From an optimization exercise on the open Yosys and OpenROAD flow, aimed at small area, a short achievable clock period and few clock cycles per item; shortcuts taken in it are not production practice. The RTL was checked by simulation tests, not by an equivalence proof against the original design. No activity file was given, so power comes from the tool's default toggle rates.

$ cat flow/standard.sh
#!/bin/bash
# synth_recipe.tcl (not shown) runs the flow's synth.tcl, then flattens the netlist and writes it again
# the make line also repeats each setting of config.mk as NAME=value (left out here)
make -C /OpenROAD-flow-scripts/flow DESIGN_CONFIG=/design/flow/config.mk WORK_HOME=/design/flow/orfs CLKGATE_MAP_FILE= SYNTH_SCRIPT=/design/flow/synth_recipe.tcl "${@:-finish}"
$ cat flow/constraint.sdc
create_clock -name core_clock -period 7.5 [get_ports {clk}]
set_input_delay 1.5000 -clock core_clock [delete_from_list [all_inputs] [get_ports {clk}]]
set_output_delay 1.5000 -clock core_clock [all_outputs]
set_load 0.01 [all_outputs]
$ cat flow/config.mk
export PLATFORM = sky130hd
export DESIGN_NAME = dut
export DESIGN_NICKNAME = dut
export VERILOG_FILES = /design/flow/design.v
export SDC_FILE = /design/flow/constraint.sdc
export NUM_CORES = 4
export LEC_CHECK = 0
export CAP_MARGIN = 20
export CORE_MARGIN = 2
export CORE_UTILIZATION = 65
export CTS_BUF_LIST = sky130_fd_sc_hd__clkbuf_16
export CTS_CLUSTER_SIZE = 30
export PLACE_DENSITY = 0.75
export SETUP_SLACK_MARGIN = 3.75
export SLEW_MARGIN = 20
$ cat flow/flow/run.sh
#!/bin/bash
# Own layout flow: the standard ORFS flow with two changes.
#  1. After the standard synthesis, flow/polarity.py picks the polarity of
#     each full adder (self-dual) and simple gate so that the inverters Yosys's
#     extract_fa leaves around full adders go away.  Registers, ports and the
#     function are unchanged.
#  2. The port buffers that buffer_ports inserts are sky130_fd_sc_hd__buf_1
#     instead of its default (the slow clkdlybuf4s50_1 delay buffer).
# Each step writes its full output to a log file in this folder.
set -euo pipefail
RES=$PWD/orfs/results/${FLOW_PLATFORM}/dut/base
bash standard.sh synth > standard_synth.log 2>&1
cp $RES/1_2_yosys.v synth_standard.v
python3 flow/polarity.py $FLOW_HOME/platforms/sky130hd/lib/sky130_fd_sc_hd__tt_025C_1v80.lib \
    synth_standard.v $RES/1_2_yosys.v > polarity.log 2>&1
rm -f $RES/1_synth.odb $RES/1_synth.sdc
export BUFFER_PORTS_ARGS="-buffer_cell sky130_fd_sc_hd__buf_1"
bash standard.sh finish > standard_finish.log 2>&1
$ cat flow/flow/polarity.py
#!/usr/bin/env python3
"""Polarity clean-up of a flat Yosys gate netlist (sky130hd).

Yosys's extract_fa often wraps full adders in inverters on every input and
output (a full adder is self-dual: FA(~a,~b,~c) = ~FA(a,b,c)).  This script
chooses, for every full adder / majority cell, whether to use it in true or
complemented form, and for every simple gate whether to use it or its
complement (and2 <-> nand2, o21a <-> o21ai, ...), so that the inverters the
netlist needs, and the cell area, are smallest.  Every signal keeps its
function; registers, ports and their nets are untouched.

usage: polarity.py LIBERTY IN.v OUT.v
"""
import re, sys, random

lib, src, dst = sys.argv[1:4]

# ---- cell areas from the liberty
areas = {}
for m in re.finditer(r'cell\s*\(\s*"?(sky130_fd_sc_hd__\w+)"?\s*\)\s*\{', open(lib).read()):
    pass
libtxt = open(lib).read()
for m in re.finditer(r'cell\s*\(\s*"?(sky130_fd_sc_hd__\w+)"?\s*\)\s*\{(.*?)\barea\s*:\s*([\d.]+)', libtxt, re.S):
    areas[m.group(1)] = float(m.group(3))

P = 'sky130_fd_sc_hd__'
HASPLIT = True
OUTPINS = {'X', 'Y', 'Q', 'Q_N', 'SUM', 'COUT', 'HI', 'LO'}
SELFDUAL = {'fa': ['A', 'B', 'CIN'], 'maj3': ['A', 'B', 'C']}
PAIRS = [('and2', 'nand2'), ('and3', 'nand3'), ('and4', 'nand4'), ('or2', 'nor2'),
         ('or3', 'nor3'), ('or4', 'nor4'), ('xor2', 'xnor2'), ('xor3', 'xnor3'),
         ('and2b', 'nand2b'), ('or2b', 'nor2b'), ('and3b', 'nand3b'), ('or3b', 'nor3b'),
         ('and4b', 'nand4b'), ('or4b', 'nor4b'), ('and4bb', 'nand4bb'), ('or4bb', 'nor4bb'),
         ('a21o', 'a21oi'), ('o21a', 'o21ai'), ('a211o', 'a211oi'), ('o211a', 'o211ai'),
         ('a22o', 'a22oi'), ('o22a', 'o22ai'), ('a31o', 'a31oi'), ('o31a', 'o31ai'),
         ('a32o', 'a32oi'), ('o32a', 'o32ai'), ('a41o', 'a41oi'), ('o41a', 'o41ai'),
         ('a221o', 'a221oi'), ('o221a', 'o221ai'), ('a311o', 'a311oi'), ('o311a', 'o311ai'),
         ('a2111o', 'a2111oi'), ('o2111a', 'o2111ai'), ('a21bo', 'a21boi'), ('o21ba', 'o21bai'),
         ('a2bb2o', 'a2bb2oi'), ('o2bb2a', 'o2bb2ai'), ('mux2', 'mux2i')]
COMP = {}
for a, b in PAIRS:
    COMP[a] = b; COMP[b] = a

def base_drive(t):
    m = re.fullmatch(P + r'(\w+?)_(\d+)', t)
    return (m.group(1), m.group(2)) if m else (None, None)

def complement(t):
    b, d = base_drive(t)
    if b not in COMP:
        return None
    c = COMP[b]
    if P + c + '_' + d in areas:
        return P + c + '_' + d
    # nearest available drive
    opts = sorted((int(re.search(r'_(\d+)$', n).group(1)), n) for n in areas
                  if re.fullmatch(P + c + r'_\d+', n))
    for dd, n in opts:
        if dd >= max(1, int(d)):
            return n
    return opts[-1][1] if opts else None

text = open(src).read()
mod = re.search(r'module\s+(\w+)\s*\((.*?)\);(.*)endmodule', text, re.S)
body = mod.group(3)
outports = set()
for m in re.finditer(r'^\s*output\s+(\[(\d+):(\d+)\]\s*)?(\S+?);', body, re.M):
    if m.group(1):
        hi, lo = int(m.group(2)), int(m.group(3))
        for i in range(min(hi, lo), max(hi, lo) + 1):
            outports.add(f'{m.group(4)}[{i}]')
    else:
        outports.add(m.group(4))

cellre = re.compile(r'^\s*(sky130_fd_sc_hd__\w+)\s+(\S+)\s*\((.*?)\);', re.S | re.M)
cells = []
for m in cellre.finditer(body):
    pins = [(p, n.strip()) for p, n in re.findall(r'\.(\w+)\(([^()]*)\)', m.group(3))]
    cells.append({'type': m.group(1), 'name': m.group(2), 'pins': pins, 'span': m.span()})
assert 'assign' not in body, 'netlist has assign statements'

def is_inv(c):
    b, _ = base_drive(c['type'])
    return b in ('inv', 'clkinv')

driver = {}
for i, c in enumerate(cells):
    for p, n in c['pins']:
        if p in OUTPINS:
            driver[n] = (i, p)

# inverters treated as inverters: those whose output is not a port net
invcell = set()
for i, c in enumerate(cells):
    if is_inv(c):
        out = dict(c['pins'])['Y']
        if out not in outports:
            invcell.add(i)

def root(n):
    q = 0
    seen = 0
    while n in driver and driver[n][0] in invcell:
        n = dict(cells[driver[n][0]]['pins'])['A']
        q ^= 1
        seen += 1
        assert seen < 100
    return n, q

# flippable cells
kind = {}
for i, c in enumerate(cells):
    if i in invcell:
        continue
    b, _ = base_drive(c['type'])
    outs = [n for p, n in c['pins'] if p in OUTPINS]
    if any(o in outports for o in outs):
        continue
    if b in SELFDUAL:
        kind[i] = 'sd'
    elif b == 'ha' and HASPLIT:
        kind[i] = 'ha'
    elif complement(c['type']):
        kind[i] = 'gate'

# loads: (cell index, pin, root, parity)
loads = []
for i, c in enumerate(cells):
    if i in invcell:
        continue
    for p, n in c['pins']:
        if p in OUTPINS:
            continue
        r, q = root(n)
        loads.append([i, p, r, q])
# output ports as loads (only if their net is driven through a removable inverter)
for o in outports:
    r, q = root(o)
    if r != o:
        loads.append([-1, o, r, q])

roots_loads = {}
for k, l in enumerate(loads):
    roots_loads.setdefault(l[2], []).append(k)
cell_inroots = {}
for k, l in enumerate(loads):
    if l[0] >= 0:
        cell_inroots.setdefault(l[0], set()).add(l[2])
cell_outroots = {}
for r in roots_loads:
    if r in driver and driver[r][0] not in invcell:
        cell_outroots.setdefault(driver[r][0], set()).add(r)

flip = {i: 0 for i in kind}
INV = areas[P + 'inv_1']

def eff(k):
    i, p, r, q = loads[k]
    e = q
    if i >= 0 and kind.get(i) == 'sd' and p in SELFDUAL[base_drive(cells[i]['type'])[0]]:
        e ^= flip[i]
    if i >= 0 and kind.get(i) == 'ha' and p in ('A', 'B'):
        e ^= flip[i]
    if r in driver:
        d = driver[r][0]
        if d in flip and kind[d] != 'ha':
            e ^= flip[d]
    return e

def root_cost(r):
    return INV if any(eff(k) for k in roots_loads.get(r, [])) else 0.0

def cell_area(i):
    t = cells[i]['type']
    if kind.get(i) == 'ha':
        return (areas[P + 'xor2_1'] + areas[P + 'nor2_1']) if flip[i] else areas[t]
    if kind.get(i) == 'gate' and flip[i]:
        t = complement(t)
    return areas[t]

def affected(i):
    s = set(cell_outroots.get(i, ()))
    if kind[i] == 'sd':
        s |= cell_inroots.get(i, set())
    if kind[i] == 'ha':
        s = set(cell_inroots.get(i, set()))
    return s

def total():
    return sum(root_cost(r) for r in roots_loads) + sum(cell_area(i) for i in kind)

before = total()
rng = random.Random(1)
order = list(kind)

def move_delta(i):
    rs = affected(i)
    c0 = sum(root_cost(r) for r in rs) + cell_area(i)
    flip[i] ^= 1
    c1 = sum(root_cost(r) for r in rs) + cell_area(i)
    flip[i] ^= 1
    return c1 - c0

# simulated annealing over single flips, then greedy descent; keep the best
cur = before
best = cur
best_flip = dict(flip)
steps = 200 * len(order) if order else 0
T0, T1 = 3.0, 0.02
for k in range(steps):
    T = T0 * (T1 / T0) ** (k / max(1, steps - 1))
    i = order[rng.randrange(len(order))]
    d = move_delta(i)
    if d <= 0 or rng.random() < pow(2.718281828, -d / T):
        flip[i] ^= 1
        cur += d
        if cur < best - 1e-9:
            best = cur
            best_flip = dict(flip)
flip.update(best_flip)
improved = True
while improved:
    improved = False
    for i in order:
        if move_delta(i) < -1e-9:
            flip[i] ^= 1
            improved = True
after = total()

# ---- rebuild
def fmt(n):
    return n + ' ' if n.startswith('\\') else n

newwires = []
neg_net = {}
newcells = []
ninv = 0
for r in roots_loads:
    if any(eff(k) for k in roots_loads[r]):
        nm = f'pol_n{ninv}'
        ninv += 1
        neg_net[r] = nm
        newwires.append(nm)
        newcells.append(f'  {P}inv_1 pol_inv{ninv} (\n    .A({fmt(r)}),\n    .Y({nm})\n  );\n')
conn = {}
portfix = []
for k, l in enumerate(loads):
    i, p, r, q = l
    net = neg_net[r] if eff(k) else r
    if i >= 0:
        conn[(i, p)] = net
    else:
        # output port net: drive it with a buffer from the right polarity
        portfix.append((p, net))
for p, net in portfix:
    newcells.append(f'  {P}buf_1 pol_obuf_{len(newcells)} (\n    .A({fmt(net)}),\n    .X({fmt(p)})\n  );\n')

def render(i, c):
    t = c['type']
    if kind.get(i) == 'ha' and flip[i]:
        d = dict(c['pins'])
        a, b = fmt(conn[(i, 'A')]), fmt(conn[(i, 'B')])
        txt = ''
        if 'SUM' in d:
            txt += f'  {P}xor2_1 {c["name"]}_hx (\n    .A({a}),\n    .B({b}),\n    .X({fmt(d["SUM"])})\n  );\n'
        if 'COUT' in d:
            txt += f'  {P}nor2_1 {c["name"]}_hn (\n    .A({a}),\n    .B({b}),\n    .Y({fmt(d["COUT"])})\n  );\n'
        return txt
    if kind.get(i) == 'gate' and flip[i]:
        t = complement(t)
    parts = []
    for p, n in c['pins']:
        if p in OUTPINS:
            if kind.get(i) == 'gate' and flip[i]:
                p = 'Y' if p == 'X' else 'X'
            parts.append(f'    .{p}({fmt(n)})')
        else:
            parts.append(f'    .{p}({fmt(conn[(i, p)])})')
    return f'  {t} {c["name"]} (\n' + ',\n'.join(parts) + '\n  );\n'

out = []
pos = 0
for i, c in enumerate(cells):
    s, e = c['span']
    out.append(body[pos:s])
    if i not in invcell:
        out.append(render(i, c).rstrip('\n').lstrip('\n'))
    pos = e
out.append(body[pos:])
newbody = ''.join(out)
decl = ''.join(f'  wire {w};\n' for w in newwires)
newbody = decl + newbody.rstrip() + '\n' + ''.join(newcells)
res = text[:mod.start(3)] + newbody + '\nendmodule' + text[mod.end():]
open(dst, 'w').write(res)
nflip = sum(flip.values())
print(f'polarity: {len(invcell)} inverters before, {ninv} after; {nflip} cells flipped '
      f'({sum(1 for i in flip if flip[i] and kind[i]=="sd")} self-dual); '
      f'{len(portfix)} port buffers; area of inverters+flippable {before:.1f} -> {after:.1f}')
$ cat flow/design.v
`timescale 1ns/1ps
module dut #(
    parameter int DATAW = 16
)(
    input  wire                 clk,
    input  wire                 rst_n,
    input  wire                 in_valid,
    output wire                 in_ready,
    input  wire signed [DATAW-1:0] in_data,
    output reg                  out_valid,
    input  wire                 out_ready,
    output wire signed [2*DATAW-1:0] out_data
);
    reg         v1;         
    reg  [15:0] a1;         
    wire        en2 = !out_valid || out_ready;    
    wire        en1 = !v1 || en2;                 
    assign in_ready = en1;
    wire        s    = in_data[15];
    wire [15:0] z;    
    assign z[0] = 1'b0;
    genvar gi;
    generate for (gi = 0; gi < 15; gi = gi + 1) begin : g_abs
        assign z[gi+1] = z[gi] | (s & in_data[gi]);
    end endgenerate
    wire [15:0] absx = in_data ^ z;
    always @(posedge clk or negedge rst_n) begin
        if (!rst_n) begin
            v1        <= 1'b0;
            out_valid <= 1'b0;
        end else begin
            if (en1) v1 <= in_valid;
            if (en2) out_valid <= v1;
        end
    end
    always @(posedge clk) begin
        if (in_valid && en1) a1 <= absx;
    end
    wire [14:0] m = a1[14:0];
    wire pp_0_1 = m[0] & m[1];
    wire pp_0_2 = m[0] & m[2];
    wire pp_0_3 = m[0] & m[3];
    wire pp_0_4 = m[0] & m[4];
    wire pp_0_5 = m[0] & m[5];
    wire pp_0_6 = m[0] & m[6];
    wire pp_0_7 = m[0] & m[7];
    wire pp_0_8 = m[0] & m[8];
    wire pp_0_9 = m[0] & m[9];
    wire pp_0_10 = m[0] & m[10];
    wire pp_0_11 = m[0] & m[11];
    wire pp_0_12 = m[0] & m[12];
    wire pp_0_13 = m[0] & m[13];
    wire pp_0_14 = m[0] & m[14];
    wire pp_1_2 = m[1] & m[2];
    wire pp_1_3 = m[1] & m[3];
    wire pp_1_4 = m[1] & m[4];
    wire pp_1_5 = m[1] & m[5];
    wire pp_1_6 = m[1] & m[6];
    wire pp_1_7 = m[1] & m[7];
    wire pp_1_8 = m[1] & m[8];
    wire pp_1_9 = m[1] & m[9];
    wire pp_1_10 = m[1] & m[10];
    wire pp_1_11 = m[1] & m[11];
    wire pp_1_12 = m[1] & m[12];
    wire pp_1_13 = m[1] & m[13];
    wire pp_1_14 = m[1] & m[14];
    wire pp_2_3 = m[2] & m[3];
    wire pp_2_4 = m[2] & m[4];
    wire pp_2_5 = m[2] & m[5];
    wire pp_2_6 = m[2] & m[6];
    wire pp_2_7 = m[2] & m[7];
    wire pp_2_8 = m[2] & m[8];
    wire pp_2_9 = m[2] & m[9];
    wire pp_2_10 = m[2] & m[10];
    wire pp_2_11 = m[2] & m[11];
    wire pp_2_12 = m[2] & m[12];
    wire pp_2_13 = m[2] & m[13];
    wire pp_2_14 = m[2] & m[14];
    wire pp_3_4 = m[3] & m[4];
    wire pp_3_5 = m[3] & m[5];
    wire pp_3_6 = m[3] & m[6];
    wire pp_3_7 = m[3] & m[7];
    wire pp_3_8 = m[3] & m[8];
    wire pp_3_9 = m[3] & m[9];
    wire pp_3_10 = m[3] & m[10];
    wire pp_3_11 = m[3] & m[11];
    wire pp_3_12 = m[3] & m[12];
    wire pp_3_13 = m[3] & m[13];
    wire pp_3_14 = m[3] & m[14];
    wire pp_4_5 = m[4] & m[5];
    wire pp_4_6 = m[4] & m[6];
    wire pp_4_7 = m[4] & m[7];
    wire pp_4_8 = m[4] & m[8];
    wire pp_4_9 = m[4] & m[9];
    wire pp_4_10 = m[4] & m[10];
    wire pp_4_11 = m[4] & m[11];
    wire pp_4_12 = m[4] & m[12];
    wire pp_4_13 = m[4] & m[13];
    wire pp_4_14 = m[4] & m[14];
    wire pp_5_6 = m[5] & m[6];
    wire pp_5_7 = m[5] & m[7];
    wire pp_5_8 = m[5] & m[8];
    wire pp_5_9 = m[5] & m[9];
    wire pp_5_10 = m[5] & m[10];
    wire pp_5_11 = m[5] & m[11];
    wire pp_5_12 = m[5] & m[12];
    wire pp_5_13 = m[5] & m[13];
    wire pp_5_14 = m[5] & m[14];
    wire pp_6_7 = m[6] & m[7];
    wire pp_6_8 = m[6] & m[8];
    wire pp_6_9 = m[6] & m[9];
    wire pp_6_10 = m[6] & m[10];
    wire pp_6_11 = m[6] & m[11];
    wire pp_6_12 = m[6] & m[12];
    wire pp_6_13 = m[6] & m[13];
    wire pp_6_14 = m[6] & m[14];
    wire pp_7_8 = m[7] & m[8];
    wire pp_7_9 = m[7] & m[9];
    wire pp_7_10 = m[7] & m[10];
    wire pp_7_11 = m[7] & m[11];
    wire pp_7_12 = m[7] & m[12];
    wire pp_7_13 = m[7] & m[13];
    wire pp_7_14 = m[7] & m[14];
    wire pp_8_9 = m[8] & m[9];
    wire pp_8_10 = m[8] & m[10];
    wire pp_8_11 = m[8] & m[11];
    wire pp_8_12 = m[8] & m[12];
    wire pp_8_13 = m[8] & m[13];
    wire pp_8_14 = m[8] & m[14];
    wire pp_9_10 = m[9] & m[10];
    wire pp_9_11 = m[9] & m[11];
    wire pp_9_12 = m[9] & m[12];
    wire pp_9_13 = m[9] & m[13];
    wire pp_9_14 = m[9] & m[14];
    wire pp_10_11 = m[10] & m[11];
    wire pp_10_12 = m[10] & m[12];
    wire pp_10_13 = m[10] & m[13];
    wire pp_10_14 = m[10] & m[14];
    wire pp_11_12 = m[11] & m[12];
    wire pp_11_13 = m[11] & m[13];
    wire pp_11_14 = m[11] & m[14];
    wire pp_12_13 = m[12] & m[13];
    wire pp_12_14 = m[12] & m[14];
    wire pp_13_14 = m[13] & m[14];
    wire hs0 = m[6] ^ pp_0_11;
    wire hc0 = m[6] & pp_0_11;
    wire hs1 = pp_0_12 ^ pp_1_11;
    wire hc1 = pp_0_12 & pp_1_11;
    wire fs2 = m[7] ^ pp_0_13 ^ pp_1_12;
    wire fc2 = (m[7] & pp_0_13) | (m[7] & pp_1_12) | (pp_0_13 & pp_1_12);
    wire hs3 = pp_2_11 ^ pp_3_10;
    wire hc3 = pp_2_11 & pp_3_10;
    wire fs4 = pp_0_14 ^ pp_1_13 ^ pp_2_12;
    wire fc4 = (pp_0_14 & pp_1_13) | (pp_0_14 & pp_2_12) | (pp_1_13 & pp_2_12);
    wire hs5 = pp_3_11 ^ pp_4_10;
    wire hc5 = pp_3_11 & pp_4_10;
    wire fs6 = m[8] ^ pp_1_14 ^ pp_2_13;
    wire fc6 = (m[8] & pp_1_14) | (m[8] & pp_2_13) | (pp_1_14 & pp_2_13);
    wire fs7 = pp_3_12 ^ pp_4_11 ^ pp_5_10;
    wire fc7 = (pp_3_12 & pp_4_11) | (pp_3_12 & pp_5_10) | (pp_4_11 & pp_5_10);
    wire fs8 = pp_2_14 ^ pp_3_13 ^ pp_4_12;
    wire fc8 = (pp_2_14 & pp_3_13) | (pp_2_14 & pp_4_12) | (pp_3_13 & pp_4_12);
    wire fs9 = m[9] ^ pp_3_14 ^ pp_4_13;
    wire fc9 = (m[9] & pp_3_14) | (m[9] & pp_4_13) | (pp_3_14 & pp_4_13);
    wire hs10 = m[4] ^ pp_0_7;
    wire hc10 = m[4] & pp_0_7;
    wire hs11 = pp_0_8 ^ pp_1_7;
    wire hc11 = pp_0_8 & pp_1_7;
    wire fs12 = m[5] ^ pp_0_9 ^ pp_1_8;
    wire fc12 = (m[5] & pp_0_9) | (m[5] & pp_1_8) | (pp_0_9 & pp_1_8);
    wire hs13 = pp_2_7 ^ pp_3_6;
    wire hc13 = pp_2_7 & pp_3_6;
    wire fs14 = pp_0_10 ^ pp_1_9 ^ pp_2_8;
    wire fc14 = (pp_0_10 & pp_1_9) | (pp_0_10 & pp_2_8) | (pp_1_9 & pp_2_8);
    wire hs15 = pp_3_7 ^ pp_4_6;
    wire hc15 = pp_3_7 & pp_4_6;
    wire fs16 = pp_1_10 ^ pp_2_9 ^ pp_3_8;
    wire fc16 = (pp_1_10 & pp_2_9) | (pp_1_10 & pp_3_8) | (pp_2_9 & pp_3_8);
    wire fs17 = pp_4_7 ^ pp_5_6 ^ hs0;
    wire fc17 = (pp_4_7 & pp_5_6) | (pp_4_7 & hs0) | (pp_5_6 & hs0);
    wire fs18 = pp_2_10 ^ pp_3_9 ^ pp_4_8;
    wire fc18 = (pp_2_10 & pp_3_9) | (pp_2_10 & pp_4_8) | (pp_3_9 & pp_4_8);
    wire fs19 = pp_5_7 ^ hc0 ^ hs1;
    wire fc19 = (pp_5_7 & hc0) | (pp_5_7 & hs1) | (hc0 & hs1);
    wire fs20 = pp_4_9 ^ pp_5_8 ^ pp_6_7;
    wire fc20 = (pp_4_9 & pp_5_8) | (pp_4_9 & pp_6_7) | (pp_5_8 & pp_6_7);
    wire fs21 = hc1 ^ hs3 ^ fs2;
    wire fc21 = (hc1 & hs3) | (hc1 & fs2) | (hs3 & fs2);
    wire fs22 = pp_5_9 ^ pp_6_8 ^ hc3;
    wire fc22 = (pp_5_9 & pp_6_8) | (pp_5_9 & hc3) | (pp_6_8 & hc3);
    wire fs23 = hs5 ^ fc2 ^ fs4;
    wire fc23 = (hs5 & fc2) | (hs5 & fs4) | (fc2 & fs4);
    wire fs24 = pp_6_9 ^ pp_7_8 ^ hc5;
    wire fc24 = (pp_6_9 & pp_7_8) | (pp_6_9 & hc5) | (pp_7_8 & hc5);
    wire fs25 = fc4 ^ fs6 ^ fs7;
    wire fc25 = (fc4 & fs6) | (fc4 & fs7) | (fs6 & fs7);
    wire fs26 = pp_5_11 ^ pp_6_10 ^ pp_7_9;
    wire fc26 = (pp_5_11 & pp_6_10) | (pp_5_11 & pp_7_9) | (pp_6_10 & pp_7_9);
    wire fs27 = fc6 ^ fc7 ^ fs8;
    wire fc27 = (fc6 & fc7) | (fc6 & fs8) | (fc7 & fs8);
    wire fs28 = pp_5_12 ^ pp_6_11 ^ pp_7_10;
    wire fc28 = (pp_5_12 & pp_6_11) | (pp_5_12 & pp_7_10) | (pp_6_11 & pp_7_10);
    wire fs29 = pp_8_9 ^ fc8 ^ fs9;
    wire fc29 = (pp_8_9 & fc8) | (pp_8_9 & fs9) | (fc8 & fs9);
    wire fs30 = pp_4_14 ^ pp_5_13 ^ pp_6_12;
    wire fc30 = (pp_4_14 & pp_5_13) | (pp_4_14 & pp_6_12) | (pp_5_13 & pp_6_12);
    wire fs31 = pp_7_11 ^ pp_8_10 ^ fc9;
    wire fc31 = (pp_7_11 & pp_8_10) | (pp_7_11 & fc9) | (pp_8_10 & fc9);
    wire fs32 = m[10] ^ pp_5_14 ^ pp_6_13;
    wire fc32 = (m[10] & pp_5_14) | (m[10] & pp_6_13) | (pp_5_14 & pp_6_13);
    wire fs33 = pp_7_12 ^ pp_8_11 ^ pp_9_10;
    wire fc33 = (pp_7_12 & pp_8_11) | (pp_7_12 & pp_9_10) | (pp_8_11 & pp_9_10);
    wire fs34 = pp_6_14 ^ pp_7_13 ^ pp_8_12;
    wire fc34 = (pp_6_14 & pp_7_13) | (pp_6_14 & pp_8_12) | (pp_7_13 & pp_8_12);
    wire fs35 = m[11] ^ pp_10_11 ^ pp_7_14;
    wire fc35 = (m[11] & pp_10_11) | (m[11] & pp_7_14) | (pp_10_11 & pp_7_14);
    wire hs36 = m[3] ^ pp_0_5;
    wire hc36 = m[3] & pp_0_5;
    wire hs37 = pp_0_6 ^ pp_1_5;
    wire hc37 = pp_0_6 & pp_1_5;
    wire fs38 = pp_1_6 ^ pp_2_5 ^ pp_3_4;
    wire fc38 = (pp_1_6 & pp_2_5) | (pp_1_6 & pp_3_4) | (pp_2_5 & pp_3_4);
    wire fs39 = pp_2_6 ^ pp_3_5 ^ hc10;
    wire fc39 = (pp_2_6 & pp_3_5) | (pp_2_6 & hc10) | (pp_3_5 & hc10);
    wire fs40 = pp_4_5 ^ hc11 ^ hs13;
    wire fc40 = (pp_4_5 & hc11) | (pp_4_5 & hs13) | (hc11 & hs13);
    wire fs41 = hc13 ^ hs15 ^ fc12;
    wire fc41 = (hc13 & hs15) | (hc13 & fc12) | (hs15 & fc12);
    wire fs42 = hc15 ^ fc14 ^ fs16;
    wire fc42 = (hc15 & fc14) | (hc15 & fs16) | (fc14 & fs16);
    wire fs43 = fc16 ^ fs18 ^ fc17;
    wire fc43 = (fc16 & fs18) | (fc16 & fc17) | (fs18 & fc17);
    wire fs44 = fc18 ^ fs20 ^ fc19;
    wire fc44 = (fc18 & fs20) | (fc18 & fc19) | (fs20 & fc19);
    wire fs45 = fc20 ^ fs22 ^ fc21;
    wire fc45 = (fc20 & fs22) | (fc20 & fc21) | (fs22 & fc21);
    wire fs46 = fc22 ^ fs24 ^ fc23;
    wire fc46 = (fc22 & fs24) | (fc22 & fc23) | (fs24 & fc23);
    wire fs47 = fs26 ^ fc24 ^ fc25;
    wire fc47 = (fs26 & fc24) | (fs26 & fc25) | (fc24 & fc25);
    wire fs48 = fc26 ^ fs28 ^ fc27;
    wire fc48 = (fc26 & fs28) | (fc26 & fc27) | (fs28 & fc27);
    wire fs49 = fc28 ^ fs30 ^ fc29;
    wire fc49 = (fc28 & fs30) | (fc28 & fc29) | (fs30 & fc29);
    wire fs50 = fc30 ^ fs32 ^ fs33;
    wire fc50 = (fc30 & fs32) | (fc30 & fs33) | (fs32 & fs33);
    wire fs51 = pp_9_11 ^ fc32 ^ fc33;
    wire fc51 = (pp_9_11 & fc32) | (pp_9_11 & fc33) | (fc32 & fc33);
    wire fs52 = pp_8_13 ^ pp_9_12 ^ fc34;
    wire fc52 = (pp_8_13 & pp_9_12) | (pp_8_13 & fc34) | (pp_9_12 & fc34);
    wire fs53 = pp_10_12 ^ pp_8_14 ^ pp_9_13;
    wire fc53 = (pp_10_12 & pp_8_14) | (pp_10_12 & pp_9_13) | (pp_8_14 & pp_9_13);
    wire fs54 = m[12] ^ pp_10_13 ^ pp_11_12;
    wire fc54 = (m[12] & pp_10_13) | (m[12] & pp_11_12) | (pp_10_13 & pp_11_12);
    wire hs55 = m[2] ^ pp_0_3;
    wire hc55 = m[2] & pp_0_3;
    wire hs56 = pp_0_4 ^ pp_1_3;
    wire hc56 = pp_0_4 & pp_1_3;
    wire fs57 = pp_1_4 ^ pp_2_3 ^ hs36;
    wire fc57 = (pp_1_4 & pp_2_3) | (pp_1_4 & hs36) | (pp_2_3 & hs36);
    wire fs58 = pp_2_4 ^ hc36 ^ hs37;
    wire fc58 = (pp_2_4 & hc36) | (pp_2_4 & hs37) | (hc36 & hs37);
    wire fs59 = hc37 ^ hs10 ^ fs38;
    wire fc59 = (hc37 & hs10) | (hc37 & fs38) | (hs10 & fs38);
    wire fs60 = hs11 ^ fc38 ^ fs39;
    wire fc60 = (hs11 & fc38) | (hs11 & fs39) | (fc38 & fs39);
    wire fs61 = fs12 ^ fc39 ^ fs40;
    wire fc61 = (fs12 & fc39) | (fs12 & fs40) | (fc39 & fs40);
    wire fs62 = fs14 ^ fc40 ^ fs41;
    wire fc62 = (fs14 & fc40) | (fs14 & fs41) | (fc40 & fs41);
    wire fs63 = fs17 ^ fc41 ^ fs42;
    wire fc63 = (fs17 & fc41) | (fs17 & fs42) | (fc41 & fs42);
    wire fs64 = fs19 ^ fc42 ^ fs43;
    wire fc64 = (fs19 & fc42) | (fs19 & fs43) | (fc42 & fs43);
    wire fs65 = fs21 ^ fc43 ^ fs44;
    wire fc65 = (fs21 & fc43) | (fs21 & fs44) | (fc43 & fs44);
    wire fs66 = fs23 ^ fc44 ^ fs45;
    wire fc66 = (fs23 & fc44) | (fs23 & fs45) | (fc44 & fs45);
    wire fs67 = fs25 ^ fc45 ^ fs46;
    wire fc67 = (fs25 & fc45) | (fs25 & fs46) | (fc45 & fs46);
    wire fs68 = fs27 ^ fc46 ^ fs47;
    wire fc68 = (fs27 & fc46) | (fs27 & fs47) | (fc46 & fs47);
    wire fs69 = fs29 ^ fc47 ^ fs48;
    wire fc69 = (fs29 & fc47) | (fs29 & fs48) | (fc47 & fs48);
    wire fs70 = fs31 ^ fc48 ^ fs49;
    wire fc70 = (fs31 & fc48) | (fs31 & fs49) | (fc48 & fs49);
    wire fs71 = fc31 ^ fs50 ^ fc49;
    wire fc71 = (fc31 & fs50) | (fc31 & fc49) | (fs50 & fc49);
    wire fs72 = fs34 ^ fc50 ^ fs51;
    wire fc72 = (fs34 & fc50) | (fs34 & fs51) | (fc50 & fs51);
    wire fs73 = fs35 ^ fc51 ^ fs52;
    wire fc73 = (fs35 & fc51) | (fs35 & fs52) | (fc51 & fs52);
    wire fs74 = fc35 ^ fs53 ^ fc52;
    wire fc74 = (fc35 & fs53) | (fc35 & fc52) | (fs53 & fc52);
    wire fs75 = pp_9_14 ^ fc53 ^ fs54;
    wire fc75 = (pp_9_14 & fc53) | (pp_9_14 & fs54) | (fc53 & fs54);
    wire fs76 = pp_10_14 ^ pp_11_13 ^ fc54;
    wire fc76 = (pp_10_14 & pp_11_13) | (pp_10_14 & fc54) | (pp_11_13 & fc54);
    wire fs77 = m[13] ^ pp_11_14 ^ pp_12_13;
    wire fc77 = (m[13] & pp_11_14) | (m[13] & pp_12_13) | (pp_11_14 & pp_12_13);
    wire [29:0] ra = {1'b0, m[14], pp_12_14, fs77, fc75, fs75, fc73, fc72, fs72, fc70, fc69, fc68, fc67, fc66, fc65, fc64, fc63, fc62, fc61, fc60, fc59, fc58, fc57, hc56, hc55, pp_1_2, pp_0_2, m[1], 1'b0, m[0]};
    wire [29:0] rb = {1'b0, pp_13_14, fc77, fc76, fs76, fc74, fs74, fs73, fc71, fs71, fs70, fs69, fs68, fs67, fs66, fs65, fs64, fs63, fs62, fs61, fs60, fs59, fs58, fs57, hs56, hs55, 1'b0, pp_0_1, 1'b0, 1'b0};
    reg f_r;    
    reg [29:0] s_r;    
    reg [7:0] g_r;    
    wire [8:0] bs0 = {1'b0, ra[7:0]} + {1'b0, rb[7:0]};
    wire [3:0] bs1 = {1'b0, ra[10:8]} + {1'b0, rb[10:8]};
    wire [3:0] bs2 = {1'b0, ra[13:11]} + {1'b0, rb[13:11]};
    wire [3:0] bs3 = {1'b0, ra[16:14]} + {1'b0, rb[16:14]};
    wire [3:0] bs4 = {1'b0, ra[19:17]} + {1'b0, rb[19:17]};
    wire [3:0] bs5 = {1'b0, ra[22:20]} + {1'b0, rb[22:20]};
    wire [3:0] bs6 = {1'b0, ra[25:23]} + {1'b0, rb[25:23]};
    wire [3:0] bs7 = {1'b0, ra[28:26]} + {1'b0, rb[28:26]};
    wire [1:0] bs8 = {1'b0, ra[29:29]} + {1'b0, rb[29:29]};
    always @(posedge clk) begin
        if (v1 && en2) begin
            f_r <= a1[15];
            s_r[7:0] <= bs0[7:0];
            g_r[0] <= bs0[8];
            s_r[10:8] <= bs1[2:0];
            g_r[1] <= bs1[3];
            s_r[13:11] <= bs2[2:0];
            g_r[2] <= bs2[3];
            s_r[16:14] <= bs3[2:0];
            g_r[3] <= bs3[3];
            s_r[19:17] <= bs4[2:0];
            g_r[4] <= bs4[3];
            s_r[22:20] <= bs5[2:0];
            g_r[5] <= bs5[3];
            s_r[25:23] <= bs6[2:0];
            g_r[6] <= bs6[3];
            s_r[28:26] <= bs7[2:0];
            g_r[7] <= bs7[3];
            s_r[29:29] <= bs8[0:0];
        end
    end
    wire bp1 = &s_r[10:8];
    wire bp2 = &s_r[13:11];
    wire bp3 = &s_r[16:14];
    wire bp4 = &s_r[19:17];
    wire bp5 = &s_r[22:20];
    wire bp6 = &s_r[25:23];
    wire bp7 = &s_r[28:26];
    wire pg0 = g_r[1] | (bp1 & g_r[0]);
    wire pg1 = g_r[3] | (bp3 & g_r[2]);
    wire pp1 = bp3 & bp2;
    wire pg2 = g_r[2] | (bp2 & pg0);
    wire pg3 = pg1 | (pp1 & pg0);
    wire pg4 = g_r[5] | (bp5 & g_r[4]);
    wire pp4 = bp5 & bp4;
    wire pg5 = g_r[7] | (bp7 & g_r[6]);
    wire pp5 = bp7 & bp6;
    wire pg6 = g_r[6] | (bp6 & pg4);
    wire pp6 = bp6 & pp4;
    wire pg7 = pg5 | (pp5 & pg4);
    wire pp7 = pp5 & pp4;
    wire pg8 = g_r[4] | (bp4 & pg3);
    wire pg9 = pg4 | (pp4 & pg3);
    wire pg10 = pg6 | (pp6 & pg3);
    wire pg11 = pg7 | (pp7 & pg3);
    wire [29:0] sq;
    assign sq[7:0] = s_r[7:0];
    assign sq[8] = s_r[8] ^ (g_r[0]);
    assign sq[9] = s_r[9] ^ (g_r[0] & s_r[8]);
    assign sq[10] = s_r[10] ^ (g_r[0] & s_r[8] & s_r[9]);
    assign sq[11] = s_r[11] ^ (pg0);
    assign sq[12] = s_r[12] ^ (pg0 & s_r[11]);
    assign sq[13] = s_r[13] ^ (pg0 & s_r[11] & s_r[12]);
    assign sq[14] = s_r[14] ^ (pg2);
    assign sq[15] = s_r[15] ^ (pg2 & s_r[14]);
    assign sq[16] = s_r[16] ^ (pg2 & s_r[14] & s_r[15]);
    assign sq[17] = s_r[17] ^ (pg3);
    assign sq[18] = s_r[18] ^ (pg3 & s_r[17]);
    assign sq[19] = s_r[19] ^ (pg3 & s_r[17] & s_r[18]);
    assign sq[20] = s_r[20] ^ (pg8);
    assign sq[21] = s_r[21] ^ (pg8 & s_r[20]);
    assign sq[22] = s_r[22] ^ (pg8 & s_r[20] & s_r[21]);
    assign sq[23] = s_r[23] ^ (pg9);
    assign sq[24] = s_r[24] ^ (pg9 & s_r[23]);
    assign sq[25] = s_r[25] ^ (pg9 & s_r[23] & s_r[24]);
    assign sq[26] = s_r[26] ^ (pg10);
    assign sq[27] = s_r[27] ^ (pg10 & s_r[26]);
    assign sq[28] = s_r[28] ^ (pg10 & s_r[26] & s_r[27]);
    assign sq[29] = s_r[29] ^ (pg11);
    assign out_data = {1'b0, f_r, sq[29:2], 1'b0, sq[0]};
endmodule
==> metrics.cfg, run 1 <==
[cells_and_area]
instances_no_fill=635
stdcell_area_mm2=0.00591
utilization_pct=76.1
area_delta_synth_final_pct=12.6
drive_above_1_share_pct=11.6
nFillCells=525
finalNetCount=657
num_antenna_cells=0

[critical_path]
critPathMaxFanout=6
crit_family=adder cells
crit_slowest_cell=edfxtp_1
endpoint_kind=register
worstPathArrival_ps=3660
crit_top_cell=fa_1
critical_path_class=register to register
start_kind=register
path_buf_inv=4
crit_required_ps=7550
worstPathCellList=buf_4 > and2_1 > fa_1 > fa_1 > fa_1 > inv_1 > fa_1 > inv_1 > ha_1 > inv_1 > fa_1 > xnor2_1
slowest_delay_ps=500

[power]
ir_drop_uv=130
power_mw=1.66
leakagePower_nw=2.47
powerDensity_mw_per_mm2=281

[timing]
finClkSkew_ps=3.81
rsz0062_at_grt=no
max_freq_ghz=0.277
min_period_ps=3610
fin_crit_sh_pct=48.1
setup_ws_ps=3890
relSlewSlack_pct=54.8
hold-worst-slack_ps=433
setup-violations-final=0
hold_viol=0
tns_ps=0
worstMarginPinSlew_ps=679
slew_violations=0

[placement]
dpl.cell_count=588
dp_hpwl_mm=7.30
pre_cts_ws_ps=3720
gp_congestion=0.863
portBuffers=51
place_area_mm2=0.00543

[route]
wl_mm=9.79
vias=3442
antenna_left=0
drt_iter0_drc=152
drc=0
avgRoutedWirePerCell_um=15.4
viasPerCell=5.42
dr.pass1.iters=4

[grt]
grt_first_pass_wirelength_mm=15.6
grt_start_max_net_pins=38
grt.total_usage_pct=23.2
antenna_found_initial=0
overflow=0
first_global_vias=3438

[clock_network]
clk-insertion-delay-late_ps=300
clkSinkCount=55
numCtsBuffers=5
cts_tree=built
cts_hold_buf=0
clk_pin_slew_ps=80
cts_root_buf=clkbuf_16
htree_levels=2
clockBufferDepth=2

[min_path]
hp-class=register to register

[floorplan]
dieArea_mm2=0.00881
floorplan.initialDensity_pct=67.5
die_w_um=93.8
die_y_um=93.8
core_mm2=0.00777
io_pins=54
placementRows=32

[yosys]
avgSynthCellArea_um2=11.4
synthCells=460
synth.yosys.warnings=1
netlist_area_mm2=0.00525

[status]
outcome=timing/DRC/antenna clean

[run]
maxCapViolations=0

-- routing by layer --
| layer | routed length (um) | global-route usage (%) | part of all wire (%) |
|---|---|---|---|
| met5 | 0 | 0 | 0 |
| met2 | 5030 | 40.4 | 51 |
| met3 | 411 | 3.69 | 4.2 |
| met1 | 4200 | 30.6 | 43 |
| met4 | 144 | 6.28 | 1.5 |
-- where the power goes --
group / total, mW / leakage [nW] / internal [mW] / switching (mW)
Clock: 0.242 / 0.0748 / 0.127 / 0.115
Combinational: 0.883 / 1.86 / 0.403 / 0.480
Sequential: 0.535 / 0.534 / 0.478 / 0.0569
-- layout by cell type (no fill, tap or decap), types with 2 or more instances in the layout --
| master | count |
|---|---|
| o31ai_1 | 3 |
| nand2b_1 | 7 |
| nand3_1 | 4 |
| clkbuf_16 | 5 |
| o21bai_1 | 3 |
| xor2_1 | 30 |
| inv_6 | 2 |
| nor4_2 | 2 |
| a21o_1 | 14 |
| nor2_1 | 20 |
| buf_1 | 50 |
| nand2_1 | 67 |
| conb_1 | 2 |
| a21oi_1 | 4 |
| inv_1 | 22 |
| buf_4 | 38 |
| nor2b_1 | 2 |
| fa_1 | 70 |
| and2_1 | 41 |
| or2_1 | 3 |
| o21ai_0 | 6 |
| ha_1 | 35 |
| dfrtp_1 | 2 |
| a31oi_1 | 2 |
| edfxtp_1 | 53 |
| clkbuf_2 | 3 |
| xnor2_1 | 23 |
-- worst paths after layout --
kind / startpoint / to / cells past startpoint / slack (ps)
max: a1[12]$_DFFE_PP_ / s_r[19]$_DFFE_PP_ / 12 / 3890
min: a1[15]$_DFFE_PP_ / f_r$_DFFE_PP_ / 0 / 430
max reg2reg: a1[12]$_DFFE_PP_ / s_r[19]$_DFFE_PP_ / 12 / 3890
min reg2reg: a1[15]$_DFFE_PP_ / f_r$_DFFE_PP_ / 0 / 430
max in group asynchronous: rst_n / out_valid$_DFFE_PN0P_ / 1 / 6400
min in group asynchronous: rst_n / v1$_DFFE_PN0N_ / 1 / 970
-- layout make-up --
cell class                 count  area, um^2  share of cell area [%]
sequential                    55        1640                    27.8
timing repair buffer          91         488                    8.26
clock inverter                 3        26.3                   0.445
multi-input combinational    357        3420                    57.8
clock buffer                   5         125                    2.12
inverter                      22        82.6                    1.40
tap                          102         128                    2.16
-- flip-flops by register name, summed over array words and instances (netlist names) --
signal,cells
a1,16
f_r,1
g_r,8
out_valid,1
s_r,28
v1,1
-- what timing repair did --
item,4_1_cts,5_1_grt
setup endpoints to repair,3,7
pin swaps,0,2
buffers inserted,4,35
resized for setup,1,7
Testbench counts, summed over its fixed seeds: cycles 16,016, items 16,000.
==> inputs of run 2 (changes only) <==
--- a/flow/config.mk
+++ b/flow/config.mk
@@ -12,4 +12,4 @@
 export CTS_CLUSTER_SIZE = 30
 export PLACE_DENSITY = 0.75
-export SETUP_SLACK_MARGIN = 3.75
+export SETUP_SLACK_MARGIN = 3.85
 export SLEW_MARGIN = 20
==> run 2 against run 1 <==
Against the previous run: clock skew hardly changed; critical path depth is 4 lower; worst setup slack better by 38 ps; sequential share of layout area is 0.076 points lower; synthesized area stayed put; worst hold slack hardly changed; clock power hardly changed; clock-buffer cell count stayed put; core utilization is 0.21 points higher; cell count is 0.63% lower; largest cell class unchanged.
==> metrics.cfg, run 2 <==
[run]
maxCapViolations=0  ; unchanged

[route]
drt_iter0_drc=203  ; was 152
top_layer=met4  ; unchanged
wl_met1_mm=4.15  ; was 4.20 mm
dr.pass1.iters=5  ; was 4
viasPerCell=5.53  ; was 5.42
vias=3488  ; was 3442
wl_mm=9.93  ; was 9.79 mm
drc=0  ; unchanged
wl_met3_um=479  ; was 411 um
met2RoutedLength_mm=5.13  ; was 5.03 mm
avgRoutedWirePerCell_um=15.7  ; was 15.4 um
antenna_left=0  ; unchanged

[critical_path]
worstPathCellList=a41oi_2 > o31ai_4 > a21oi_4 > o21bai_1 > ha_1 > ha_1 > xor2_1 > clkbuf_2  ; was buf_4 > and2_1 > fa_1 > fa_1 > fa_1 > inv_1 > fa_1 > inv_1 > ha_1 > inv_1 > fa_1 > xnor2_1
critPathMaxFanout=3  ; was 6
r2r_start=a1[13]$_DFFE_PP_  ; was a1[12]$_DFFE_PP_
start_kind=register  ; unchanged
crit_slowest_cell=edfxtp_1  ; unchanged
crit_required_ps=6000  ; was 7550 ps
crit_top_cell=ha_1  ; was fa_1
critical_path_class=register to output port  ; was register to register
worstPathArrival_ps=2070  ; was 3660 ps
slowest_delay_ps=440  ; was 500 ps
path_buf_inv=1  ; was 4
endpoint_kind=output port  ; was register
crit_family=compound AO/OA/AOI/OAI gates  ; was adder cells
critical_path.startpoint=s_r[20]$_DFFE_PP_  ; was a1[12]$_DFFE_PP_

[timing]
worstMarginPinSlew_ps=670  ; was 679 ps
setup_ws_ps=3930  ; was 3890 ps
hold_viol=0  ; unchanged
relSlewSlack_pct=55.3  ; was 54.8%
min_period_ps=3570  ; was 3610 ps
tns_ps=0  ; unchanged
fin_crit_sh_pct=47.6  ; was 48.1%
rsz0062_at_grt=yes  ; was no
slew_violations=0  ; unchanged
hold-worst-slack_ps=433  ; about the same
finClkSkew_ps=3.75  ; was 3.81 ps
max_freq_ghz=0.280  ; was 0.277 GHz
setup-violations-final=0  ; unchanged

[cells_and_area]
stdcell_area_mm2=0.00593  ; was 0.00591 mm^2
instances_no_fill=631  ; was 635
top_register=s_r  ; unchanged
reg_top3=s_r x28, a1 x16, g_r x8  ; unchanged
utilization_pct=76.3  ; was 76.1%
drive_above_1_share_pct=12.3  ; was 11.6%
multiInputGateArea_mm2=0.00346  ; was 0.00342 mm^2
num_antenna_cells=0  ; unchanged
ff_latch_area_mm2=0.00164  ; unchanged
nFillCells=526  ; was 525
largest_reg_flops=28  ; unchanged
layout_common_cells=fa_1 (69), nand2_1 (67), edfxtp_1 (53)  ; was fa_1 (70), nand2_1 (67), edfxtp_1 (53)
final_common_cell=fa_1  ; unchanged
area_delta_synth_final_pct=13.0  ; was 12.6%
finalNetCount=653  ; was 657

[floorplan]
die_y_um=93.8  ; unchanged
dieArea_mm2=0.00881  ; unchanged
io_pins=54  ; unchanged
floorplan.initialDensity_pct=67.5  ; unchanged
die_w_um=93.8  ; unchanged
placementRows=32  ; unchanged
core_mm2=0.00777  ; unchanged

[grt]
overflow=0  ; unchanged
antenna_found_initial=0  ; unchanged
grt_start_max_net_pins=38  ; unchanged
first_global_vias=3533  ; was 3438
grt.total_usage_pct=24.2  ; was 23.2%
grt_first_pass_wirelength_mm=16.1  ; was 15.6 mm

[placement]
portBuffers=51  ; unchanged
place_area_mm2=0.00543  ; unchanged
dp_hpwl_mm=7.30  ; unchanged
gp_congestion=0.863  ; unchanged
pre_cts_ws_ps=3720  ; unchanged
dpl.cell_count=588  ; unchanged

[clock_network]
cts_tree=built  ; unchanged
numCtsBuffers=5  ; unchanged
cts_root_buf=clkbuf_16  ; unchanged
clockBufferDepth=2  ; unchanged
clk-insertion-delay-late_ps=300  ; about the same
cts_hold_buf=0  ; unchanged
htree_levels=2  ; unchanged
clk_pin_slew_ps=80  ; about the same
clkSinkCount=55  ; unchanged

[power]
power_mw=1.68  ; was 1.66 mW
powerDensity_mw_per_mm2=284  ; was 281 mW/mm^2
leakagePower_nw=2.46  ; was 2.47 nW
ir_drop_uv=127  ; was 130 uV

[yosys]
synth.yosys.warnings=1  ; unchanged
synthCells=460  ; unchanged
netlist_area_mm2=0.00525  ; unchanged
avgSynthCellArea_um2=11.4  ; unchanged

[status]
outcome=timing/DRC/antenna clean  ; unchanged

[min_path]
hold_start=a1[15]$_DFFE_PP_  ; unchanged
hp-class=register to register  ; unchanged

-- run 2: changes by cell type in the layout (fill, tap and decap cells not counted), sizes merged --
cell / previous run / this run
clkbuf: 8 / 6
buf: 88 / 86
-- run 2: path summary, 6_finish.rpt --
check,end,slack (ps),cells after the start
worst max-delay path,out_data[28],3930,8
worst min-delay path,f_r$_DFFE_PP_,430,0
worst max register to register,g_r[3]$_DFFE_PP_,3940,9
worst min register to register,f_r$_DFFE_PP_,430,0
max in group asynchronous,out_valid$_DFFE_PN0P_,6400,1
min in group asynchronous,v1$_DFFE_PN0N_,970,1
-- run 2: area by class of cell --
| class | count | area share [%] |
|---|---|---|
| multi-input cells | 357 | 58.4 |
| repair buffers | 87 | 7.83 |
| inverters | 22 | 1.39 |
| flip-flops and latches | 55 | 27.7 |
| well taps | 102 | 2.15 |
| clock buffers | 5 | 2.11 |
| clock inverters | 3 | 0.443 |
-- run 2: power breakdown --
part	leakage [nW]	internal, mW	total, mW	switching (mW)
clock	0.0748	0.127	0.242	0.115
combinational	1.85	0.414	0.905	0.491
sequential	0.534	0.478	0.537	0.0588
-- run 2: timing repair --
action	4_1_cts	5_1_grt
endpoints found under the setup margin	7	12
gates resized for setup	2	16
hold endpoints to repair	0	0
setup buffers	17	18
gates cloned	0	0
pin swaps	0	8
-- run 2: routing by layer --
layer | vias up | track usage (%)
met4 | 0 | 8.09
met1 | 1706 | 31.3
li1 | 1641 | -
met3 | 17 | 4.09
met2 | 124 | 41.5
met5 | - | 0
==> inputs of run 3 (changes only) <==
--- a/flow/flow/run.sh
+++ b/flow/flow/run.sh
@@ -15,4 +15,5 @@
     synth_standard.v $RES/1_2_yosys.v > polarity.log 2>&1
 rm -f $RES/1_synth.odb $RES/1_synth.sdc
+export SETUP_MOVE_SEQUENCE="unbuffer,sizeup,swap"
 export BUFFER_PORTS_ARGS="-buffer_cell sky130_fd_sc_hd__buf_1"
 bash standard.sh finish > standard_finish.log 2>&1
==> run 3 against run 2 <==
Against the previous run: still clean on timing, DRC and antenna; die area unchanged; non-clock buffer count decreased by 35; via count decreased by 6.0%; critical path depth increased by 2; sequential share of layout area increased by 1.0 points; flip-flop and latch count unchanged; largest cell class unchanged; largest power group unchanged.
==> metrics.cfg, run 3 <==
[floorplan]
die_y_um=93.8  ; unchanged
core_mm2=0.00777  ; unchanged
die_w_um=93.8  ; unchanged
dieArea_mm2=0.00881  ; unchanged
io_pins=54  ; unchanged
placementRows=32  ; unchanged
floorplan.initialDensity_pct=67.5  ; unchanged

[cells_and_area]
largest_reg_flops=28  ; unchanged
nFillCells=552  ; was 526
drive_above_1_share_pct=8.50  ; was 12.3%
reg_top3=s_r x28, a1 x16, g_r x8  ; unchanged
layout_common_cells=fa_1 (64), nand2_1 (62), edfxtp_1 (53)  ; was fa_1 (69), nand2_1 (67), edfxtp_1 (53)
area_delta_synth_final_pct=8.92  ; was 13.0%
final_common_cell=fa_1  ; unchanged
finalNetCount=618  ; was 653
num_antenna_cells=0  ; unchanged
instances_no_fill=596  ; was 631
top_register=s_r  ; unchanged

[critical_path]
endpoint=s_r[18]$_DFFE_PP_  ; was out_data[28]
critical_path_class=register to register  ; was register to output port
r2r_slack_ps=3800  ; was 3940 ps
start_kind=register  ; unchanged
critical_path.startpoint=a1[12]$_DFFE_PP_  ; was s_r[20]$_DFFE_PP_
critPathMaxFanout=16  ; was 3
r2r_start=a1[12]$_DFFE_PP_  ; was a1[13]$_DFFE_PP_
worstPathArrival_ps=3760  ; was 2070 ps
crit_required_ps=7560  ; was 6000 ps
path_buf_inv=3  ; was 1
crit_family=adder cells  ; was compound AO/OA/AOI/OAI gates
endpoint_kind=register  ; was output port
cp.depth=10  ; was 8
ff2ff_path_depth=10  ; was 9
crit_slowest_cell=edfxtp_1  ; unchanged
slowest_delay_ps=690  ; was 440 ps
worstPathCellList=nand2_2 > fa_1 > fa_2 > fa_1 > fa_1 > inv_1 > ha_2 > inv_2 > fa_2 > inv_1  ; was a41oi_2 > o31ai_4 > a21oi_4 > o21bai_1 > ha_1 > ha_1 > xor2_1 > clkbuf_2
crit_top_cell=fa_1  ; was ha_1
reg2reg_to=s_r[18]$_DFFE_PP_  ; was g_r[3]$_DFFE_PP_

[route]
avgRoutedWirePerCell_um=15.7  ; about the same
top_layer=met4  ; unchanged
met2RoutedLength_mm=4.83  ; was 5.13 mm
wl_mm=9.39  ; was 9.93 mm
drc=0  ; unchanged
drt_iter0_drc=178  ; was 203
viasPerCell=5.50  ; was 5.53
vias=3278  ; was 3488
wl_met1_mm=4.14  ; was 4.15 mm
antenna_left=0  ; unchanged
wl_met3_um=298  ; was 479 um
dr.pass1.iters=4  ; was 5

[timing]
setup_ws_ps=3800  ; was 3930 ps
fin_crit_sh_pct=49.3  ; was 47.6%
max_freq_ghz=0.270  ; was 0.280 GHz
rsz0062_at_grt=yes  ; unchanged
slew_violations=0  ; unchanged
relSlewSlack_pct=54.8  ; was 55.3%
hold_viol=0  ; unchanged
setup-violations-final=0  ; unchanged
hold-worst-slack_ps=433  ; about the same
worstMarginPinSlew_ps=678  ; was 670 ps
finClkSkew_ps=4.89  ; was 3.75 ps
tns_ps=0  ; unchanged
min_period_ps=3700  ; was 3570 ps

[yosys]
synth.yosys.warnings=1  ; unchanged
netlist_area_mm2=0.00525  ; unchanged
avgSynthCellArea_um2=11.4  ; unchanged
synthCells=460  ; unchanged

[clock_network]
clk_pin_slew_ps=80  ; about the same
numCtsBuffers=5  ; unchanged
cts_setup_buffers=0  ; was 17
clockBufferDepth=2  ; unchanged
clkSinkCount=55  ; unchanged
clk-insertion-delay-late_ps=300  ; about the same
cts_root_buf=clkbuf_16  ; unchanged
htree_levels=2  ; unchanged
cts_tree=built  ; unchanged

[placement]
portBuffers=51  ; unchanged
dp_hpwl_mm=7.30  ; unchanged
dpl.cell_count=588  ; unchanged
pre_cts_ws_ps=3720  ; unchanged
gp_congestion=0.863  ; unchanged

[grt]
grt_start_max_net_pins=38  ; unchanged
grt_first_pass_wirelength_mm=15.6  ; was 16.1 mm
grt.total_usage_pct=23.1  ; was 24.2%
antenna_found_initial=0  ; unchanged
overflow=0  ; unchanged
first_global_vias=3423  ; was 3533

[status]
outcome=timing/DRC/antenna clean  ; unchanged

[power]
leakagePower_nw=2.30  ; was 2.46 nW
ir_drop_uv=128  ; was 127 uV
powerDensity_mw_per_mm2=294  ; was 284 mW/mm^2

[min_path]
hp-class=register to register  ; unchanged

[run]
maxCapViolations=0  ; unchanged

[run 3: power by group]
part / internal, mW / switching [mW]
combinational: 0.398 / 0.474
clock: 0.127 / 0.114
sequential: 0.479 / 0.0854
[run 3: worst min-delay path by stage]
| stage | start | endpoint | slack (ps) | depth (start not counted) |
|---|---|---|---|---|
| after floorplan | a1[15]$_DFFE_PP_ | f_r$_DFFE_PP_ | 400 | 0 |
| after global placement | a1[15]$_DFFE_PP_ | f_r$_DFFE_PP_ | 410 | 0 |
| after detailed placement | a1[15]$_DFFE_PP_ | f_r$_DFFE_PP_ | 430 | 0 |
| after CTS | a1[15]$_DFFE_PP_ | f_r$_DFFE_PP_ | 440 | 0 |
| after global routing | a1[15]$_DFFE_PP_ | f_r$_DFFE_PP_ | 440 | 0 |
| final | a1[15]$_DFFE_PP_ | f_r$_DFFE_PP_ | 430 | 0 |
[run 3: timing repair]
| item | in CTS | in global routing |
|---|---|---|
| hold buffers | 0 | 0 |
| endpoints found under the setup margin | 7 | 14 |
| pin swaps | 7 | 7 |
| hold endpoints to repair | 0 | 0 |
| gates resized for setup | 12 | 21 |
[run 3: worst register-to-register path, stage by stage, from the launching register on]
cell      delay, ps
edfxtp_1        690
nand2_2         120
fa_1            540
fa_2            360
fa_1            510
fa_1            400
inv_1            70
ha_2            190
inv_2            40
fa_2            500
inv_1            40
[run 3: cell type report]
cell class | instances | area [um^2] | share of cell area (%)
Sequential cell | 55 | 1640 | 28.7
Multi-Input combinational cell | 357 | 3510 | 61.4
Tap cell | 102 | 128 | 2.23
Clock inverter | 3 | 26.3 | 0.460
Inverter | 22 | 82.6 | 1.45
Clock buffer | 5 | 125 | 2.19
Timing Repair Buffer | 52 | 200 | 3.50
[run 3: routing by layer]
metal	global-route usage [%]	vias to the layer above
li1	-	1565
met1	30.5	1632
met2	40.2	71
met3	3.69	10
met4	6.16	0
met5	0	-
[run 3: through the flow]
stage	instance area (um^2)	utilization (%)	total power [mW]
after floorplan	5250	-	1.19
final	5710	73.6	1.68
after global routing	5710	73.6	1.83
after global placement	5430	70.0	1.34
after CTS	5620	72.3	1.65
after detailed placement	5430	70.0	1.40
==> inputs of run 4 (changes only) <==
--- a/flow/config.mk
+++ b/flow/config.mk
@@ -12,4 +12,4 @@
 export CTS_CLUSTER_SIZE = 30
 export PLACE_DENSITY = 0.75
-export SETUP_SLACK_MARGIN = 3.85
+export SETUP_SLACK_MARGIN = 4.2
 export SLEW_MARGIN = 20
==> run 4 against run 3 <==
Against the previous run: via count up 1.1%; still clean; worst hold slack better by 1.1 ps; sequential share of layout area shrank 0.98 points; largest cell class unchanged; critical endpoint unchanged; critical path type unchanged; global-route usage grew 0.32 points; largest power group unchanged.
==> metrics.cfg, run 4 <==
[status]
outcome=timing/DRC/antenna clean  ; unchanged

[grt]
first_global_vias=3455  ; was 3423
grt_start_max_net_pins=38  ; unchanged
overflow=0  ; unchanged
antenna_found_initial=0  ; unchanged
grt.total_usage_pct=23.5  ; was 23.1%
grt_first_pass_wirelength_mm=15.9  ; was 15.6 mm

[timing]
min_period_ps=3660  ; was 3700 ps
setup-violations-final=0  ; unchanged
tns_ps=0  ; unchanged
rsz0062_at_grt=yes  ; unchanged
setup_ws_ps=3840  ; was 3800 ps
hold_viol=0  ; unchanged
finClkSkew_ps=8.10  ; was 4.89 ps
worstMarginPinSlew_ps=701  ; was 678 ps
relSlewSlack_pct=53.3  ; was 54.8%
fin_crit_sh_pct=48.9  ; was 49.3%
slew_violations=0  ; unchanged
max_freq_ghz=0.273  ; was 0.270 GHz

[route]
avgRoutedWirePerCell_um=16.0  ; was 15.7 um
antenna_left=0  ; unchanged
drt_iter0_drc=173  ; was 178
dr.pass1.iters=4  ; unchanged
drc=0  ; unchanged
vias=3313  ; was 3278
viasPerCell=5.56  ; was 5.50
wl_mm=9.56  ; was 9.39 mm

[clock_network]
clk-insertion-delay-late_ps=300  ; about the same
clk_pin_slew_ps=80  ; about the same
cts_tree=built  ; unchanged
numCtsBuffers=5  ; unchanged
cts_root_buf=clkbuf_16  ; unchanged
htree_levels=2  ; unchanged
clkSinkCount=55  ; unchanged
clockBufferDepth=2  ; unchanged
cts_setup_buffers=0  ; unchanged
cts_hold_buf=0  ; unchanged

[cells_and_area]
area_delta_synth_final_pct=12.8  ; was 8.92%
reg_top3=s_r x28, a1 x16, g_r x8  ; unchanged
nFillCells=518  ; was 552
layout_common_cells=nand2_1 (60), fa_1 (53), edfxtp_1 (53)  ; was fa_1 (64), nand2_1 (62), edfxtp_1 (53)
utilization_pct=76.2  ; was 73.6%
final_common_cell=nand2_1  ; was fa_1
largest_reg_flops=28  ; unchanged
top_register=s_r  ; unchanged
finalNetCount=618  ; unchanged
instances_no_fill=596  ; unchanged
drive_above_1_share_pct=17.0  ; was 8.50%
num_antenna_cells=0  ; unchanged

[critical_path]
critical_path_class=register to register  ; unchanged
r2r_start=a1[12]$_DFFE_PP_  ; unchanged
critical_path.startpoint=a1[12]$_DFFE_PP_  ; unchanged
critPathMaxFanout=16  ; unchanged
worstPathArrival_ps=3720  ; was 3760 ps
slowest_delay_ps=730  ; was 690 ps
path_buf_inv=5  ; was 3
ff2ff_path_depth=12  ; was 10
crit_family=adder cells  ; unchanged
endpoint_kind=register  ; unchanged
cp.depth=12  ; was 10
worstPathCellList=nand2_4 > fa_2 > inv_2 > fa_2 > fa_2 > inv_2 > fa_1 > inv_1 > ha_4 > inv_2 > fa_2 > inv_1  ; was nand2_2 > fa_1 > fa_2 > fa_1 > fa_1 > inv_1 > ha_2 > inv_2 > fa_2 > inv_1
crit_top_cell=fa_2  ; was fa_1
start_kind=register  ; unchanged
crit_slowest_cell=edfxtp_1  ; unchanged
crit_required_ps=7560  ; about the same

[power]
switching_share_pct=39.3  ; was 40.1%
powerDensity_mw_per_mm2=307  ; was 294 mW/mm^2
seq_power_share_pct=31.3  ; was 33.6%
clockPowerShare_pct=13.4  ; was 14.4%
intPower_mw=1.10  ; was 1.00 mW
power_mw=1.81  ; was 1.68 mW
ir_drop_uv=118  ; was 128 uV
p_sw_mw=0.712  ; was 0.673 mW
leakagePower_nw=2.34  ; was 2.30 nW
comb_power_share_pct=55.3  ; was 52.0%

[floorplan]
io_pins=54  ; unchanged
core_mm2=0.00777  ; unchanged
die_y_um=93.8  ; unchanged
die_w_um=93.8  ; unchanged
floorplan.initialDensity_pct=67.5  ; unchanged
dieArea_mm2=0.00881  ; unchanged
placementRows=32  ; unchanged

[yosys]
synthCells=460  ; unchanged
synth.yosys.warnings=1  ; unchanged
avgSynthCellArea_um2=11.4  ; unchanged
netlist_area_mm2=0.00525  ; unchanged

[run]
maxCapViolations=0  ; unchanged

[min_path]
hp-class=register to register  ; unchanged
holdPathStages=0  ; unchanged
hold_start=a1[15]$_DFFE_PP_  ; unchanged

[placement]
dp_hpwl_mm=7.37  ; was 7.30 mm
portBuffers=51  ; unchanged
pre_cts_ws_ps=3820  ; was 3720 ps
dpl.cell_count=588  ; unchanged
gp_congestion=0.920  ; was 0.863

run 4: worst paths after layout:
kind,end,slack [ps]
min in group asynchronous,v1$_DFFE_PN0N_,960
worst max register to register,s_r[18]$_DFFE_PP_,3840
worst max-delay path,s_r[18]$_DFFE_PP_,3840
worst min-delay path,f_r$_DFFE_PP_,430
max in group asynchronous,out_valid$_DFFE_PN0P_,6420
worst min register to register,f_r$_DFFE_PP_,430
run 4: worst reg2reg max path: stages, from the launching register on:
cell	delay [ps]
edfxtp_1	730
nand2_4	80
fa_2	590
inv_2	50
fa_2	360
fa_2	350
inv_2	60
fa_1	400
inv_1	100
ha_4	130
inv_2	30
fa_2	500
inv_1	30
run 4: layout make-up:
| cell class | instances | area [um^2] | share of cell area, % |
|---|---|---|---|
| sequential | 55 | 1640 | 27.7 |
| tap | 102 | 128 | 2.16 |
| multi-input combinational | 357 | 3650 | 61.8 |
| inverter | 22 | 82.6 | 1.40 |
| timing repair buffer | 52 | 259 | 4.38 |
| clock buffer | 5 | 125 | 2.12 |
| clock inverter | 3 | 26.3 | 0.444 |
run 4: through the flow:
stage          hold WS [ps]  cell area (um^2)
2_1_floorplan           400              5340
3_3_place_gp            423              5460
3_5_place_dp            423              5460
4_1_cts                 441              5800
5_1_grt                 461              5920
6_report                434              5920
run 4: what timing repair did:
item,CTS,global route
gates resized for setup,42,35
setup endpoints to repair,25,28
pin swaps,18,18
run 4: power by group through the flow:
stage                     combinational [mW]  sequential (mW)  clock (mW)
final                                   1.00            0.567       0.244
after global placement                 0.806            0.546           0
after floorplan                        0.686            0.521           0
after detailed placement               0.857            0.552           0
after CTS                              0.936            0.556       0.246
after global routing                    1.13            0.581       0.257
run 4: per-layer routing:
metal | track usage [%] | wire [um]
met1 | 31.7 | 4140
met5 | 0 | 0
met3 | 2.65 | 371
met2 | 41.8 | 4960
met4 | 3.99 | 87

afterwards: timing with drivers on the ports:
No port has a modelled driver above. Below, the same layouts with a new extraction and two added sets of constraints.
Step 1 (the two cells are an assumption about what drives the block):
set clk [get_ports {clk}]
set_driving_cell -lib_cell sky130_fd_sc_hd__clkbuf_16 $clk
set_driving_cell -lib_cell sky130_fd_sc_hd__buf_2 [delete_from_list [all_inputs] $clk]
Step 2 adds t to the input delays and takes it off the output delays; t is the mean of the earliest and latest rising clock arrival at the registers after step 1. Input paths then give back, and output paths get back, about the clock's delay inside the block.
a / b / c = ideal / step 1 / step 2; a / b = the first two.
run	t, ns	setup WS [ns]	worst register clock-pin slew, ns
run 1	0.334	3.893 / 3.883 / 3.893	0.08 / 0.08
run 2	0.334	3.931 / 3.892 / 3.940	0.08 / 0.08
run 3	0.333	3.800 / 3.800 / 3.800	0.08 / 0.08
run 4	0.333	3.836 / 3.836 / 3.836	0.08 / 0.08
After both steps setup and hold are still met in every run listed.
